Context: an optimization exercise on an open-source flow, tuned for small area, a short achievable clock period and few clock cycles per item. The choices shown serve that exercise and are no tape-out recipe.
In this exercise RTL edits were held to simulation tests only and were not proved equivalent to the original.
The flow treats the clock pin as an ideal source. Dropping or thinning the clock tree relies on that and would not hold on a real chip.
No activity file was given, so power comes from the tool's default toggle rates.

==> flow/design.v <==
`timescale 1 ns / 1 ns
module gaussian_stream
(
	input        clk,
	input        reset,
	input        on_switch,
	input  [7:0] input_fifo,
	input        input_fifo_valid,
	output       input_fifo_ready,
	output [7:0] output_fifo,
	output       output_fifo_valid,
	input        output_fifo_ready
);
localparam integer SLOTS = 7;      
reg        rdy;
reg  [7:0] in_reg;
reg        sh;            
wire       take = input_fifo_valid & rdy & ~reset;
always @(posedge clk) begin
	in_reg <= input_fifo;
	sh <= take;
end
reg [511:0] ring0, ring1, ring2, ring3;
reg  [31:0] ev;           
wire [7:0] out0 = ring0[511:504];
wire [7:0] out1 = ring1[511:504];
wire [7:0] out2 = ring2[511:504];
wire [7:0] out3 = ring3[511:504];
always @(posedge clk) begin
	ring0 <= {ring0[503:0], sh ? in_reg : out0};
	ring1 <= {ring1[503:0], sh ? out0 : out1};
	ring2 <= {ring2[503:0], sh ? out1 : out2};
	ring3 <= {ring3[503:0], sh ? out2 : out3};
	if (sh) ev <= {ev[23:0], out3};
end
function [7:0] win;
	input integer m, n;
	reg [511:0] r;
	begin
		if (n == 4) begin
			case (m)
			4: win = in_reg;
			3: win = out0;
			2: win = out1;
			1: win = out2;
			default: win = out3;
			endcase
		end else begin
			case (m)
			4: r = ring0;
			3: r = ring1;
			2: r = ring2;
			default: r = ring3;
			endcase
			if (m == 0) win = ev[8*(3-n) +: 8];
			else win = r[8*(3-n) +: 8];
		end
	end
endfunction
wire [7:0] ctr_1 = ring2[8*2 +: 8];
wire [7:0] ctr_3 = ring2[8*4 +: 8];
reg [10:0] pos;
reg        primed;
reg  [5:0] lead;
wire [5:0] px = pos[5:0];
wire [4:0] py = pos[10:6];
wire border = ~on_switch | (px < 6'd2) | (px > 6'd61) | (py < 5'd2) | (py > 5'd29);
always @(posedge clk) begin
	if (reset) begin
		pos <= 11'd1918;       
		primed <= 1'b0;
		lead <= 6'd1;
	end else begin
		lead <= sh ? lead : lead + 6'd1;
		if (sh) begin
			pos <= pos + 11'd1;
			if (pos == 11'd2047) primed <= 1'b1;
		end
	end
end
reg        v1, b1;
reg  [9:0] c1, c3a, c3b, c4, c8, c10;
always @(posedge clk) begin
	v1 <= ~reset & sh & primed;
	b1 <= border;
	c1  <= win(0, 0) + win(0, 4) + win(4, 0) + win(4, 4);
	c3a <= win(0, 1) + win(0, 3) + win(1, 0) + win(3, 0);
	c3b <= win(4, 1) + win(4, 3) + win(1, 4) + win(3, 4);
	c4  <= win(0, 2) + win(2, 0) + win(4, 2) + win(2, 4);
	c8  <= win(1, 1) + win(1, 3) + win(3, 1) + win(3, 3);
	c10 <= win(1, 2) + win(2, 1) + win(3, 2) + win(2, 3);
end
reg        v2, b2;
reg [10:0] sa;            
reg [11:0] sb, sd;        
reg [10:0] se;            
wire [11:0] a_sum = c1 + c3a + c3b;
always @(posedge clk) begin
	v2 <= ~reset & v1;
	b2 <= b1;
	sa <= a_sum[11:1];
	sb <= c3a + c3b + {c4, 1'b0};
	sd <= c8 + c10 + ctr_1;
	se <= c10 + {ctr_1, 1'b0};
end
wire [13:0] ta = {3'b000, sa};
wire [13:0] tb = {2'b00, sb};
wire [13:0] tc = {3'b000, se};
wire [13:0] td = {sd, 2'b00};
wire [13:0] x1 = ta ^ tb ^ tc;
wire [13:0] y1 = {(ta[12:0] & tb[12:0]) | (ta[12:0] & tc[12:0]) | (tb[12:0] & tc[12:0]), 1'b0};
wire [13:0] x2 = x1 ^ y1 ^ td;
wire [13:0] y2 = {(x1[12:0] & y1[12:0]) | (x1[12:0] & td[12:0]) | (y1[12:0] & td[12:0]), 1'b0};
wire  [6:0] low = x2[5:0] + y2[5:0];
reg        v3, b3;
reg  [7:0] hx, hy;
reg        hc;
always @(posedge clk) begin
	v3 <= ~reset & v2;
	b3 <= b2;
	hx <= x2[13:6];
	hy <= y2[13:6];
	hc <= low[6];
end
reg        v4;
reg  [7:0] res;
wire [7:0] h = hx + hy + {7'd0, hc};
always @(posedge clk) begin
	v4 <= ~reset & v3;
	res <= b3 ? ctr_3 : h;
end
reg        ovalid;
reg  [7:0] odata;
reg  [7:0] mem [0:SLOTS-1];
reg  [2:0] wp, rp;
reg  [2:0] cnt;
reg  [2:0] occ;
wire       push = v4;
wire       pop = ovalid & output_fifo_ready;
wire [2:0] wp1 = (wp == SLOTS - 1) ? 3'd0 : wp + 3'd1;
wire [2:0] rp1 = (rp == SLOTS - 1) ? 3'd0 : rp + 3'd1;
wire [7:0] head0 = mem[rp];
wire [7:0] head1 = mem[rp1];
wire       empty0 = cnt == 3'd0;
wire       empty1 = cnt == 3'd1;
wire       left_empty = empty0 | (empty1 & pop);    
wire       drop = sh & ~primed;                     
wire [2:0] occ_b = occ - {2'b00, drop};
wire       room_p = occ_b < SLOTS - 1;
wire       room_0 = occ_b < SLOTS;
wire       eq0 = lead == {5'd0, sh};
wire       eq1 = lead == {5'd0, sh} + 6'd1;
always @(posedge clk) begin
	if (push) mem[wp] <= res;
	odata <= left_empty ? res : pop ? head1 : head0;
	if (reset) begin
		ovalid <= 1'b0;
		wp <= 3'd0;
		rp <= 3'd0;
		cnt <= 3'd0;
		occ <= 3'd0;
		rdy <= 1'b1;
	end else begin
		ovalid <= push | ~left_empty;
		if (push) wp <= wp1;
		if (pop) rp <= rp1;
		cnt <= pop ? (push ? cnt : cnt - 3'd1) : (push ? cnt + 3'd1 : cnt);
		occ <= take ? (pop ? occ_b : occ_b + 3'd1) : (pop ? occ_b - 3'd1 : occ_b);
		rdy <= take ? (eq1 & (pop ? room_0 : room_p)) : (eq0 & (pop | room_0));
	end
end
assign input_fifo_ready = rdy;
assign output_fifo = odata;
assign output_fifo_valid = ovalid;
endmodule
Settings: LEC_CHECK=0, CAP_MARGIN=20, CORE_MARGIN=2, CORE_UTILIZATION=60, CTS_CLUSTER_DIAMETER=80, CTS_CLUSTER_SIZE=30, PLACE_DENSITY=0.7, SLEW_MARGIN=20; clock period 10.0 ns.
standard.sh (not shown) runs the stock make flow with config.mk's settings and CLKGATE_MAP_FILE= SYNTH_SCRIPT=/design/flow/synth_recipe.tcl, a recipe that flattens the netlist after the stock synthesis.
==> flow/flow/run.sh <==
#!/bin/bash
set -euo pipefail
here=$(pwd)
bash standard.sh SETUP_SLACK_MARGIN=7 \
  "CTS_ARGS=-sink_clustering_enable -repair_clock_nets -sink_clustering_size 30 -sink_clustering_max_diameter 80 -dont_use_dummy_load" \
  POST_CTS_TCL="$here/flow/clktop.tcl" finish > standard_flow.log 2>&1
Other scripts of this flow, unchanged in this note and not shown: flow/flow/clktop.tcl
The starting point produced a clean layout.
Testbench counts at the start, summed over its fixed seeds: cycles 49,200, items 49,152.
Edit:
==> flow/flow/run.sh (replaced) <==
#!/bin/bash
set -euo pipefail
here=$(pwd)
bash standard.sh SETUP_SLACK_MARGIN=7 \
  "CTS_ARGS=-sink_clustering_enable -repair_clock_nets -sink_clustering_size 20 -sink_clustering_max_diameter 60 -sink_clustering_buffer sky130_fd_sc_hd__clkbuf_8 -dont_use_dummy_load" \
  POST_CTS_TCL="$here/flow/clktop.tcl" finish > standard_flow.log 2>&1
Outcome:
- The changed run ran to the end with no violations
- area after synthesis stays the same
- synthesized cell count does not change
- final cell count is higher by 0.94%
- maximum frequency barely changes
- total power drops by 1.8%
- via count came out higher by 1.4%
- die area stays the same
- routed wire length grows by 0.49%

==> separate check: timing with driven ports <==
The flow's constraints put no driver on any port. The routed layouts listed below were extracted and timed again, unchanged, in two steps. Step 1, drivers: a clkbuf_16 drives clk and a buf_2 each remaining input, both assumed. Step 2 moves the port delays by t, midway between the first and last clock arrival at a register: inputs arrive t later, outputs are due t later. That takes back most of the time a late clock gives input paths. Slacks: ideal ports / drivers / drivers and shift; pairs: ideal ports / drivers.
run | t, ns | setup slack, ns | hold WS [ns] | worst setup path at the end | clock arrival spread, ns
the first run | 0.654 | 6.995 / 6.859 / 6.507 | 0.278 / 0.278 / 0.278 | input to register | 0.074 / 0.073
the second run | 0.646 | 6.987 / 6.884 / 6.453 | 0.272 / 0.272 / 0.272 | input to register | 0.092 / 0.092
After both steps every run listed still meets setup and hold. The setup slack of the second run, which loses most, moves by -0.103 ns with the drivers and by -0.534 ns with both steps.
